Source: an optimization exercise on an open RTL-to-GDS flow (aim: small area, a short achievable clock period and few clock cycles). Production flows keep margins and buffers that such runs may drop. Where RTL was checked, it was by simulation tests only, not by an equivalence proof against the original. Power and IR drop assume default switching activity.

Setup of v10:
## huffman
module huffman(clk, reset, gray_valid, gray_data, CNT_valid, CNT1, CNT2, CNT3, CNT4, CNT5, CNT6,
    code_valid, HC1, HC2, HC3, HC4, HC5, HC6, M1, M2, M3, M4, M5, M6);
Size: ~1,300 cells after synthesis, roughly 100 flip-flops, about 160 I/O pins.
==> module huffman, before the edit <==
module huffman(clk, reset, gray_valid, gray_data, CNT_valid, CNT1, CNT2, CNT3, CNT4, CNT5, CNT6,
    code_valid, HC1, HC2, HC3, HC4, HC5, HC6, M1, M2, M3, M4, M5, M6);
input clk;
input reset;
input gray_valid;
input [7:0] gray_data;
output CNT_valid;
output [7:0] CNT1, CNT2, CNT3, CNT4, CNT5, CNT6;
output code_valid;
output [7:0] HC1, HC2, HC3, HC4, HC5, HC6;
output [7:0] M1, M2, M3, M4, M5, M6;
function lt7(input [6:0] a, input [6:0] b, input le);
  reg [6:0] l, e;
  reg l10, e10, l32, e32, l54, e54, l30, e30, l60, e60;
  begin
    l = ~a & b;
    e = ~(a ^ b);
    l10 = l[1] | (e[1] & l[0]);   e10 = e[1] & e[0];
    l32 = l[3] | (e[3] & l[2]);   e32 = e[3] & e[2];
    l54 = l[5] | (e[5] & l[4]);   e54 = e[5] & e[4];
    l30 = l32 | (e32 & l10);      e30 = e32 & e10;
    l60 = l[6] | (e[6] & l54);    e60 = e[6] & e54;
    lt7 = l60 | (e60 & (l30 | (e30 & le)));
  end
endfunction
function [6:0] add7(input [6:0] a, input [6:0] b);
  reg [6:0] g, p, c;
  reg [6:0] g1, p1, g2, p2;
  integer j;
  begin
    g = a & b;
    p = a ^ b;
    g1 = g; p1 = p;
    for (j = 1; j < 7; j = j + 1) begin g1[j] = g[j] | (p[j] & g[j-1]); p1[j] = p[j] & p[j-1]; end
    g2 = g1; p2 = p1;
    for (j = 2; j < 7; j = j + 1) begin g2[j] = g1[j] | (p1[j] & g1[j-2]); p2[j] = p1[j] & p1[j-2]; end
    c = g2;
    for (j = 4; j < 7; j = j + 1) c[j] = g2[j] | (p2[j] & g2[j-4]);
    add7 = p ^ {c[5:0], 1'b0};
  end
endfunction
reg [3:0] t;     
reg pv;          
reg cv, hv;      
reg [6:0] S;     
wire t0 = (t == 4'd0);
wire t1 = (t == 4'd1);
wire t2 = (t == 4'd2);
wire t3 = (t == 4'd3);
wire t4 = (t == 4'd4);
wire rnk = t0 | t1 | t2 | t3 | t4;
wire start = t0 & pv & ~gray_valid;
wire comb = (t == 4'd5) | (t == 4'd6) | (t == 4'd7) | (t == 4'd8) | (t == 4'd9);
wire [5:0] self = {1'b0, t4, t3, t2, t1, t0};
wire [5:0] le = {rnk, rnk, t0 | t1 | t2 | t3, t0 | t1 | t2, t0 | t1, t0};
reg [6:0] w [0:5];
reg [2:0] dq [0:5];   
wire [2:0] d [0:5];
reg [4:0] r [0:5];    
wire [5:0] lt;
wire [5:0] kp, kq;
wire [6:0] X = S;
reg [6:0] bc;
always @*
  case (t[1:0])
    2'd0: bc = w[1];
    2'd1: bc = w[2];
    2'd2: bc = w[3];
    default: bc = w[4];
  endcase
reg [6:0] w0n;    
genvar gi;
generate for (gi = 0; gi < 6; gi = gi + 1) begin : sym
  assign d[gi] = dq[gi] ^ 3'b001;
  assign lt[gi] = lt7(w[gi], X, le[gi]);
  assign kp[gi] = (d[gi] == 3'd2);
  assign kq[gi] = (d[gi] == 3'd3);
end endgenerate
reg [6:0] P, Q;
reg [5:2] h;     
integer i;
always @* begin
  P = 7'd0;
  Q = 7'd0;
  h = 4'd0;
  for (i = 0; i < 6; i = i + 1) begin
    P = P | (w[i] & {7{kp[i]}});
    Q = Q | (w[i] & {7{kq[i]}});
    if (d[i] == 3'd2 && lt[i]) h[2] = 1'b1;
    if (d[i] == 3'd3 && lt[i]) h[3] = 1'b1;
    if (d[i] == 3'd4 && lt[i]) h[4] = 1'b1;
    if (d[i] == 3'd5 && lt[i]) h[5] = 1'b1;
  end
end
wire [2:0] m = {h[5], h[3] & ~h[5], (h[2] & ~h[3]) | (h[4] & ~h[5])};
wire [6:0] PQ = add7(P, Q);
wire [6:0] PS = add7(P, S);
always @(posedge clk) begin
  if (rnk)
    S <= (t0 & gray_valid) ? w0n : t4 ? 7'h7f : bc;
  else
    S <= (PQ & {7{h[3]}}) | (PS & {7{~h[3]}});
  if (reset) begin
    t <= 4'd0;
    pv <= 1'b0;
    cv <= 1'b0;
    hv <= 1'b0;
  end else begin
    pv <= gray_valid;
    cv <= start;
    hv <= (t == 4'd9);
    if (t0)
      t <= {3'b000, start};
    else if (t != 4'd11)
      t <= t + 4'd1;
  end
end
always @* begin
  w0n = w[0];
  if (gray_data == 8'd1)
    w0n = w[0] + 7'd1;
end
generate for (gi = 0; gi < 6; gi = gi + 1) begin : upd
  wire member = (d[gi][2:1] == 2'b00);
  wire inc = (gi < 5 && self[gi]) ? lt[5] : ~lt[gi];
  wire [5:0] above = {1'b0, r[gi][4], |r[gi][4:3], |r[gi][4:2], |r[gi][4:1], |r[gi][4:0]};
  wire [4:0] rn = (r[gi] & (above[5:1] | {5{~d[gi][0]}})) | ({r[gi][3:0], 1'b0} & ~above[4:0]);
  always @(posedge clk) begin
    if (reset) begin
      w[gi] <= 7'd0;
      r[gi] <= 5'd1;
    end else begin
      if (t0 && gray_valid && gray_data == gi + 1)
        w[gi] <= w[gi] + 7'd1;
      if (comb && member) begin
        w[gi] <= S;
        r[gi] <= rn;
      end
    end
    if (rnk)
      dq[gi] <= ((t0 ? 3'd2 : d[gi]) + {2'b00, inc}) ^ 3'b001;
    else
      dq[gi] <= (member ? m : d[gi] + {2'b11, ~lt[gi]}) ^ 3'b001;
  end
end endgenerate
wire [7:0] hc [0:5];
wire [7:0] mo [0:5];
generate for (gi = 0; gi < 6; gi = gi + 1) begin : outs
  wire [5:0] above = {1'b0, r[gi][4], |r[gi][4:3], |r[gi][4:2], |r[gi][4:1], |r[gi][4:0]};
  assign mo[gi] = {3'b000, above[4:1], 1'b1};
  assign hc[gi] = {3'b000, r[gi] & (above[5:1] | {5{dq[gi][0]}})};
end endgenerate
assign CNT_valid = cv;
assign code_valid = hv;
assign CNT1 = {1'b0, w[0]};
assign CNT2 = {1'b0, w[1]};
assign CNT3 = {1'b0, w[2]};
assign CNT4 = {1'b0, w[3]};
assign CNT5 = {1'b0, w[4]};
assign CNT6 = {1'b0, w[5]};
assign HC1 = hc[0];
assign HC2 = hc[1];
assign HC3 = hc[2];
assign HC4 = hc[3];
assign HC5 = hc[4];
assign HC6 = hc[5];
assign M1 = mo[0];
assign M2 = mo[1];
assign M3 = mo[2];
assign M4 = mo[3];
assign M5 = mo[4];
assign M6 = mo[5];
endmodule
export LEC_CHECK = 0
export CAP_MARGIN = 20
export CORE_MARGIN = 2
export CORE_UTILIZATION = 45
export SETUP_SLACK_MARGIN = 3.6
export SLEW_MARGIN = 20
create_clock -name core_clock -period 6.2 [get_ports {clk}]
standard.sh (not shown) runs the stock make flow with config.mk's settings and CLKGATE_MAP_FILE= SYNTH_SCRIPT=/design/flow/synth_recipe.tcl, a recipe that flattens the netlist after the stock synthesis.
==> flow/flow/run.sh <==
#!/bin/bash
# The standard layout (standard.sh) with these changes:
#  - synthesis: ADDER_MAP_FILE is empty, so ORFS does not extract full/half
#    adder cells and abc maps the arithmetic like the rest of the logic; abc
#    runs flow/abc.script (area-oriented mapping; the layout's repair steps
#    size the gates) instead of ORFS's script. Registers are mapped by the
#    same dfflibmap step as in the standard synthesis.
#  - clock tree synthesis without dummy load cells (CTS_ARGS).
#  - every port still gets a buffer, but a buf_1 instead of the delay cell
#    buffer_ports picks by default, and repair may resize cells across
#    footprints (MATCH_CELL_FOOTPRINT=0).
set -euo pipefail
here=$(pwd)
export ADDER_MAP_FILE=
export MY_ABC_SCRIPT=$here/flow/abc.script
sed -e "s#SYNTH_SCRIPT=[^ ]*#SYNTH_SCRIPT=$here/flow/synth.tcl#" \
    -e 's#"${@:-finish}"#MATCH_CELL_FOOTPRINT=0 "CTS_ARGS=-sink_clustering_enable -repair_clock_nets -dont_use_dummy_load -sink_clustering_size 30 -sink_clustering_max_diameter 100 -buf_list sky130_fd_sc_hd__clkbuf_8" "BUFFER_PORTS_ARGS=-buffer_cell sky130_fd_sc_hd__buf_1" "${@:-finish}"#' \
    standard.sh > my_standard.sh
bash my_standard.sh > standard.log 2>&1
==> flow/flow/abc.script <==
strash
dc2
dch -f
map -D 1500
topo
stime -c
buffer -c
upsize -c -D 1500
dnsize -c -D 1500
==> flow/flow/synth.tcl <==
# The standard flow's synthesis script (synth_recipe.tcl), with abc given our own script
# (abc.script beside this file) in place of ORFS's abc_speed/abc_area script.
proc synth {args} { yosys synth -nofsm -noshare {*}$args }
proc abc {args} {
  set i [lsearch -exact $args -script]
  if { $i >= 0 } { lset args [expr {$i + 1}] $::env(MY_ABC_SCRIPT) }
  yosys abc {*}$args
}
source $::env(SCRIPTS_DIR)/synth.tcl
# left out here: clear keep_hierarchy, flatten, clean up, hide names made inside functions, write 1_2_yosys.v
Relative to v10, the following input files were edited for v30:
--- a/flow/design.v
+++ b/flow/design.v
@@ -57,5 +57,6 @@
 reg [2:0] dq [0:5];   
 wire [2:0] d [0:5];
-reg [4:0] r [0:5];    
+reg [3:0] mk [0:5];   
+reg [3:0] c [0:5];    
 wire [5:0] lt;
 wire [5:0] kp, kq;
@@ -124,10 +125,10 @@
   wire member = (d[gi][2:1] == 2'b00);
   wire inc = (gi < 5 && self[gi]) ? lt[5] : ~lt[gi];
-  wire [5:0] above = {1'b0, r[gi][4], |r[gi][4:3], |r[gi][4:2], |r[gi][4:1], |r[gi][4:0]};
-  wire [4:0] rn = (r[gi] & (above[5:1] | {5{~d[gi][0]}})) | ({r[gi][3:0], 1'b0} & ~above[4:0]);
+  wire [3:0] at = {mk[gi][2:0], 1'b1} & ~mk[gi];
   always @(posedge clk) begin
     if (reset) begin
       w[gi] <= 7'd0;
-      r[gi] <= 5'd1;
+      mk[gi] <= 4'd0;
+      c[gi] <= 4'd0;
     end else begin
       if (t0 && gray_valid && gray_data == gi + 1)
@@ -135,5 +136,6 @@
       if (comb && member) begin
         w[gi] <= S;
-        r[gi] <= rn;
+        mk[gi] <= {mk[gi][2:0], 1'b1};
+        c[gi] <= c[gi] | (at & {4{~d[gi][0]}});
       end
     end
@@ -147,7 +149,6 @@
 wire [7:0] mo [0:5];
 generate for (gi = 0; gi < 6; gi = gi + 1) begin : outs
-  wire [5:0] above = {1'b0, r[gi][4], |r[gi][4:3], |r[gi][4:2], |r[gi][4:1], |r[gi][4:0]};
-  assign mo[gi] = {3'b000, above[4:1], 1'b1};
-  assign hc[gi] = {3'b000, r[gi] & (above[5:1] | {5{dq[gi][0]}})};
+  assign mo[gi] = {3'b000, mk[gi], 1'b1};
+  assign hc[gi] = {3'b000, {1'b0, c[gi]} | ({mk[gi], 1'b1} & ~{1'b0, mk[gi]} & {5{dq[gi][0]}})};
 end endgenerate
 assign CNT_valid = cv;
v30: no failed stages, no open violations at the end. Actual slew at the worst max-slew pin was higher in v10 than in v30. Area used by multi-input combinational logic in v30 is about 7% below v10. In the reports for v30 and v10, the smaller met1 usage belongs to v30. v30 vs v10 — wire length of the first global-routing pass climbed by a few percent. As of v30, met3 wire length had fallen by more than 10% compared to v10. Via count of the first global-routing pass, v30 and v10: lower on v10. In v30 the number of cells produced by synthesis turned out 0.88% lower than in v10. Synthesis left v30 with more flip-flops than v10. v10 → v30: area added between synthesis and finish shows a reduction of 2.1 points; max-slew headroom at the worst pin went up by 9.2 points.
Testbench counts of v30, summed over its fixed seeds: cycles 7,104.
Only the layout flow was run in v10; the RTL was not checked for function there.

---

Setup of tundra:
The RTL this note starts from:
==> flow/design.v <==
module huffman(clk, reset, gray_valid, gray_data, CNT_valid, CNT1, CNT2, CNT3, CNT4, CNT5, CNT6,
    code_valid, HC1, HC2, HC3, HC4, HC5, HC6, M1, M2, M3, M4, M5, M6);
input clk;
input reset;
input gray_valid;
input [7:0] gray_data;
output CNT_valid;
output [7:0] CNT1, CNT2, CNT3, CNT4, CNT5, CNT6;
output code_valid;
output [7:0] HC1, HC2, HC3, HC4, HC5, HC6;
output [7:0] M1, M2, M3, M4, M5, M6;
function lt7(input [6:0] a, input [6:0] b, input le);
  reg [6:0] l, e;
  reg l10, e10, l32, e32, l54, e54, l30, e30, l60, e60;
  begin
    l = ~a & b;
    e = ~(a ^ b);
    l10 = l[1] | (e[1] & l[0]);   e10 = e[1] & e[0];
    l32 = l[3] | (e[3] & l[2]);   e32 = e[3] & e[2];
    l54 = l[5] | (e[5] & l[4]);   e54 = e[5] & e[4];
    l30 = l32 | (e32 & l10);      e30 = e32 & e10;
    l60 = l[6] | (e[6] & l54);    e60 = e[6] & e54;
    lt7 = l60 | (e60 & (l30 | (e30 & le)));
  end
endfunction
function [6:0] add7(input [6:0] a, input [6:0] b);
  reg [6:0] g, p, c;
  reg [6:0] g1, p1, g2, p2;
  integer j;
  begin
    g = a & b;
    p = a ^ b;
    g1 = g; p1 = p;
    for (j = 1; j < 7; j = j + 1) begin g1[j] = g[j] | (p[j] & g[j-1]); p1[j] = p[j] & p[j-1]; end
    g2 = g1; p2 = p1;
    for (j = 2; j < 7; j = j + 1) begin g2[j] = g1[j] | (p1[j] & g1[j-2]); p2[j] = p1[j] & p1[j-2]; end
    c = g2;
    for (j = 4; j < 7; j = j + 1) c[j] = g2[j] | (p2[j] & g2[j-4]);
    add7 = p ^ {c[5:0], 1'b0};
  end
endfunction
reg [3:0] t;     
reg pv;          
reg cv, hv;      
reg [6:0] S;     
wire t0 = (t == 4'd0);
wire t1 = (t == 4'd1);
wire t2 = (t == 4'd2);
wire t3 = (t == 4'd3);
wire t4 = (t == 4'd4);
wire rnk = t0 | t1 | t2 | t3 | t4;
wire start = t0 & pv & ~gray_valid;
wire comb = (t == 4'd5) | (t == 4'd6) | (t == 4'd7) | (t == 4'd8) | (t == 4'd9);
wire [5:0] self = {1'b0, t4, t3, t2, t1, t0};
wire [5:0] le = {rnk, rnk, t0 | t1 | t2 | t3, t0 | t1 | t2, t0 | t1, t0};
reg [6:0] w [0:5];
reg [2:0] d [0:5];
reg [4:0] r [0:5];    
wire [5:0] lt;
wire [5:0] kp, kq;
wire [6:0] X = S;
reg [6:0] bc;
always @*
  case (t[1:0])
    2'd0: bc = w[1];
    2'd1: bc = w[2];
    2'd2: bc = w[3];
    default: bc = w[4];
  endcase
reg [6:0] w0n;    
genvar gi;
generate for (gi = 0; gi < 6; gi = gi + 1) begin : sym
  assign lt[gi] = lt7(w[gi], X, le[gi]);
  assign kp[gi] = (d[gi] == 3'd2);
  assign kq[gi] = (d[gi] == 3'd3);
end endgenerate
reg [6:0] P, Q;
reg [5:2] h;     
integer i;
always @* begin
  P = 7'd0;
  Q = 7'd0;
  h = 4'd0;
  for (i = 0; i < 6; i = i + 1) begin
    P = P | (w[i] & {7{kp[i]}});
    Q = Q | (w[i] & {7{kq[i]}});
    if (d[i] == 3'd2 && lt[i]) h[2] = 1'b1;
    if (d[i] == 3'd3 && lt[i]) h[3] = 1'b1;
    if (d[i] == 3'd4 && lt[i]) h[4] = 1'b1;
    if (d[i] == 3'd5 && lt[i]) h[5] = 1'b1;
  end
end
wire [2:0] m = {h[5], h[3] & ~h[5], (h[2] & ~h[3]) | (h[4] & ~h[5])};
wire [6:0] PQ = add7(P, Q);
wire [6:0] PS = add7(P, S);
always @(posedge clk) begin
  if (rnk)
    S <= (t0 & gray_valid) ? w0n : t4 ? 7'h7f : bc;
  else
    S <= (PQ & {7{h[3]}}) | (PS & {7{~h[3]}});
  if (reset) begin
    t <= 4'd0;
    pv <= 1'b0;
    cv <= 1'b0;
    hv <= 1'b0;
  end else begin
    pv <= gray_valid;
    cv <= start;
    hv <= (t == 4'd9);
    if (t0)
      t <= {3'b000, start};
    else if (t != 4'd11)
      t <= t + 4'd1;
  end
end
always @* begin
  w0n = w[0];
  if (gray_data == 8'd1)
    w0n = w[0] + 7'd1;
end
generate for (gi = 0; gi < 6; gi = gi + 1) begin : upd
  wire member = (d[gi][2:1] == 2'b00);
  wire inc = (gi < 5 && self[gi]) ? lt[5] : ~lt[gi];
  wire [5:0] above = {1'b0, r[gi][4], |r[gi][4:3], |r[gi][4:2], |r[gi][4:1], |r[gi][4:0]};
  wire [4:0] rn = (r[gi] & (above[5:1] | {5{~d[gi][0]}})) | ({r[gi][3:0], 1'b0} & ~above[4:0]);
  always @(posedge clk) begin
    if (reset) begin
      w[gi] <= 7'd0;
      r[gi] <= 5'd1;
    end else begin
      if (t0 && gray_valid && gray_data == gi + 1)
        w[gi] <= w[gi] + 7'd1;
      if (comb && member) begin
        w[gi] <= S;
        r[gi] <= rn;
      end
    end
    if (rnk)
      d[gi] <= (t0 ? 3'd2 : d[gi]) + {2'b00, inc};
    else
      d[gi] <= member ? m : d[gi] + {2'b11, ~lt[gi]};
  end
end endgenerate
wire [7:0] hc [0:5];
wire [7:0] mo [0:5];
generate for (gi = 0; gi < 6; gi = gi + 1) begin : outs
  wire [5:0] above = {1'b0, r[gi][4], |r[gi][4:3], |r[gi][4:2], |r[gi][4:1], |r[gi][4:0]};
  assign mo[gi] = {3'b000, above[4:1], 1'b1};
  assign hc[gi] = {3'b000, r[gi] & (above[5:1] | {5{~d[gi][0]}})};
end endgenerate
assign CNT_valid = cv;
assign code_valid = hv;
assign CNT1 = {1'b0, w[0]};
assign CNT2 = {1'b0, w[1]};
assign CNT3 = {1'b0, w[2]};
assign CNT4 = {1'b0, w[3]};
assign CNT5 = {1'b0, w[4]};
assign CNT6 = {1'b0, w[5]};
assign HC1 = hc[0];
assign HC2 = hc[1];
assign HC3 = hc[2];
assign HC4 = hc[3];
assign HC5 = hc[4];
assign HC6 = hc[5];
assign M1 = mo[0];
assign M2 = mo[1];
assign M3 = mo[2];
assign M4 = mo[3];
assign M5 = mo[4];
assign M6 = mo[5];
endmodule
clock: 6.2 ns
lec_check: 0
cap_margin: 20
core_margin: 2
core_utilization: 45
setup_slack_margin: 3.6
slew_margin: 20
==> flow/flow/run.sh <==
#!/bin/bash
# The standard layout (standard.sh) with these changes:
#  - synthesis: ADDER_MAP_FILE is empty, so ORFS does not extract full/half
#    adder cells and abc maps the arithmetic like the rest of the logic; abc
#    runs flow/abc.script (area-oriented mapping; the layout's repair steps
#    size the gates) instead of ORFS's script. Registers are mapped by the
#    same dfflibmap step as in the standard synthesis.
#  - every port still gets a buffer, but a buf_1 instead of the delay cell
#    buffer_ports picks by default, and repair may resize cells across
#    footprints (MATCH_CELL_FOOTPRINT=0).
set -euo pipefail
here=$(pwd)
export ADDER_MAP_FILE=
export MY_ABC_SCRIPT=$here/flow/abc.script
sed -e "s#SYNTH_SCRIPT=[^ ]*#SYNTH_SCRIPT=$here/flow/synth.tcl#" \
    -e 's#"${@:-finish}"#MATCH_CELL_FOOTPRINT=0 "BUFFER_PORTS_ARGS=-buffer_cell sky130_fd_sc_hd__buf_1" "${@:-finish}"#' \
    standard.sh > my_standard.sh
bash my_standard.sh > standard.log 2>&1
==> flow/flow/abc.script <==
strash
dch -f
map -D 1500
topo
stime -c
buffer -c
upsize -c -D 1500
dnsize -c -D 1500
Scripts as last shown in full above: flow/flow/synth.tcl
tundra: flow completed, timing, DRC and antenna clean
Testbench counts of tundra, summed over its fixed seeds: cycles 7,104.
## Diff of input files: yarrow against tundra
--- a/flow/design.v
+++ b/flow/design.v
@@ -54,8 +54,10 @@
 wire [5:0] self = {1'b0, t4, t3, t2, t1, t0};
 wire [5:0] le = {rnk, rnk, t0 | t1 | t2 | t3, t0 | t1 | t2, t0 | t1, t0};
 reg [6:0] w [0:5];
-reg [2:0] d [0:5];
-reg [4:0] r [0:5];    
+reg [2:0] dq [0:5];   
+wire [2:0] d [0:5];
+reg [3:0] mk [0:5];   
+reg [3:0] c [0:5];    
 wire [5:0] lt;
 wire [5:0] kp, kq;
 wire [6:0] X = S;
@@ -70,6 +72,7 @@
 reg [6:0] w0n;    
 genvar gi;
 generate for (gi = 0; gi < 6; gi = gi + 1) begin : sym
+  assign d[gi] = dq[gi] ^ 3'b001;
   assign lt[gi] = lt7(w[gi], X, le[gi]);
   assign kp[gi] = (d[gi] == 3'd2);
   assign kq[gi] = (d[gi] == 3'd3);
@@ -121,32 +124,32 @@
 generate for (gi = 0; gi < 6; gi = gi + 1) begin : upd
   wire member = (d[gi][2:1] == 2'b00);
   wire inc = (gi < 5 && self[gi]) ? lt[5] : ~lt[gi];
-  wire [5:0] above = {1'b0, r[gi][4], |r[gi][4:3], |r[gi][4:2], |r[gi][4:1], |r[gi][4:0]};
-  wire [4:0] rn = (r[gi] & (above[5:1] | {5{~d[gi][0]}})) | ({r[gi][3:0], 1'b0} & ~above[4:0]);
+  wire [3:0] at = {mk[gi][2:0], 1'b1} & ~mk[gi];
   always @(posedge clk) begin
     if (reset) begin
       w[gi] <= 7'd0;
-      r[gi] <= 5'd1;
+      mk[gi] <= 4'd0;
+      c[gi] <= 4'd0;
     end else begin
       if (t0 && gray_valid && gray_data == gi + 1)
         w[gi] <= w[gi] + 7'd1;
       if (comb && member) begin
         w[gi] <= S;
-        r[gi] <= rn;
+        mk[gi] <= {mk[gi][2:0], 1'b1};
+        c[gi] <= c[gi] | (at & {4{~d[gi][0]}});
       end
     end
     if (rnk)
-      d[gi] <= (t0 ? 3'd2 : d[gi]) + {2'b00, inc};
+      dq[gi] <= ((t0 ? 3'd2 : d[gi]) + {2'b00, inc}) ^ 3'b001;
     else
-      d[gi] <= member ? m : d[gi] + {2'b11, ~lt[gi]};
+      dq[gi] <= (member ? m : d[gi] + {2'b11, ~lt[gi]}) ^ 3'b001;
   end
 end endgenerate
 wire [7:0] hc [0:5];
 wire [7:0] mo [0:5];
 generate for (gi = 0; gi < 6; gi = gi + 1) begin : outs
-  wire [5:0] above = {1'b0, r[gi][4], |r[gi][4:3], |r[gi][4:2], |r[gi][4:1], |r[gi][4:0]};
-  assign mo[gi] = {3'b000, above[4:1], 1'b1};
-  assign hc[gi] = {3'b000, r[gi] & (above[5:1] | {5{~d[gi][0]}})};
+  assign mo[gi] = {3'b000, mk[gi], 1'b1};
+  assign hc[gi] = {3'b000, {1'b0, c[gi]} | ({mk[gi], 1'b1} & ~{1'b0, mk[gi]} & {5{dq[gi][0]}})};
 end endgenerate
 assign CNT_valid = cv;
 assign code_valid = hv;
Findings:
From tundra to yarrow the numbers moved as follows: proportion of power drawn by the clock network went down, distinct cell type count of the synthesized netlist now sits higher.
Critical path endpoint: S[6] -> yarrow, M2[2] -> tundra
Count of clock-buffer cells in the layout came out higher on yarrow than on tundra.
NOTE: largest driver fanout on the critical path in yarrow exceeds that of tundra
tundra vs yarrow, cell with the largest stage delay on the worst path: dfxtp_4 vs nor3_4
Sequential cell area in the final layout | yarrow above tundra
Wire length is higher on tundra
Testbench counts of yarrow, summed over its fixed seeds: cycles 7,104.

==> re-timing with driven ports <==
The flow's constraints put no driver on any port. The routed layouts listed below were extracted and timed again, unchanged, in two steps.
Step 1: set_driving_cell puts a clkbuf_16 on clk and a buf_2 on each other input, an assumption about the parent block.
Step 2 adds t to the input delays and takes it off the output delays; t is the mean of the earliest and latest rising clock arrival at the registers after step 1. Input paths then give back, and output paths get back, about the clock's delay inside the block.
Slacks: no drivers / after step 1 / after step 2; pairs: no drivers / after step 1.
run | shift t [ns] | setup slack, ns | worst setup path after step 2 | worst slew at a driven data input, ns | cell pins on the clock port's net
v10 | 0.431 | 3.476 / 3.433 / 3.275 | input to register | 0.03 | 1
v30 | 0.484 | 3.661 / 3.619 / 3.234 | input to register | 0.04 | 1
tundra | 0.412 | 3.529 / 3.481 / 3.294 | input to register | 0.05 | 1
yarrow | 0.476 | 3.625 / 3.607 / 3.235 | input to register | 0.03 | 1
After both steps every run listed still meets setup and hold. For v30, which loses most, drivers alone change the setup slack by -0.042 ns; drivers and shift together by -0.427 ns.
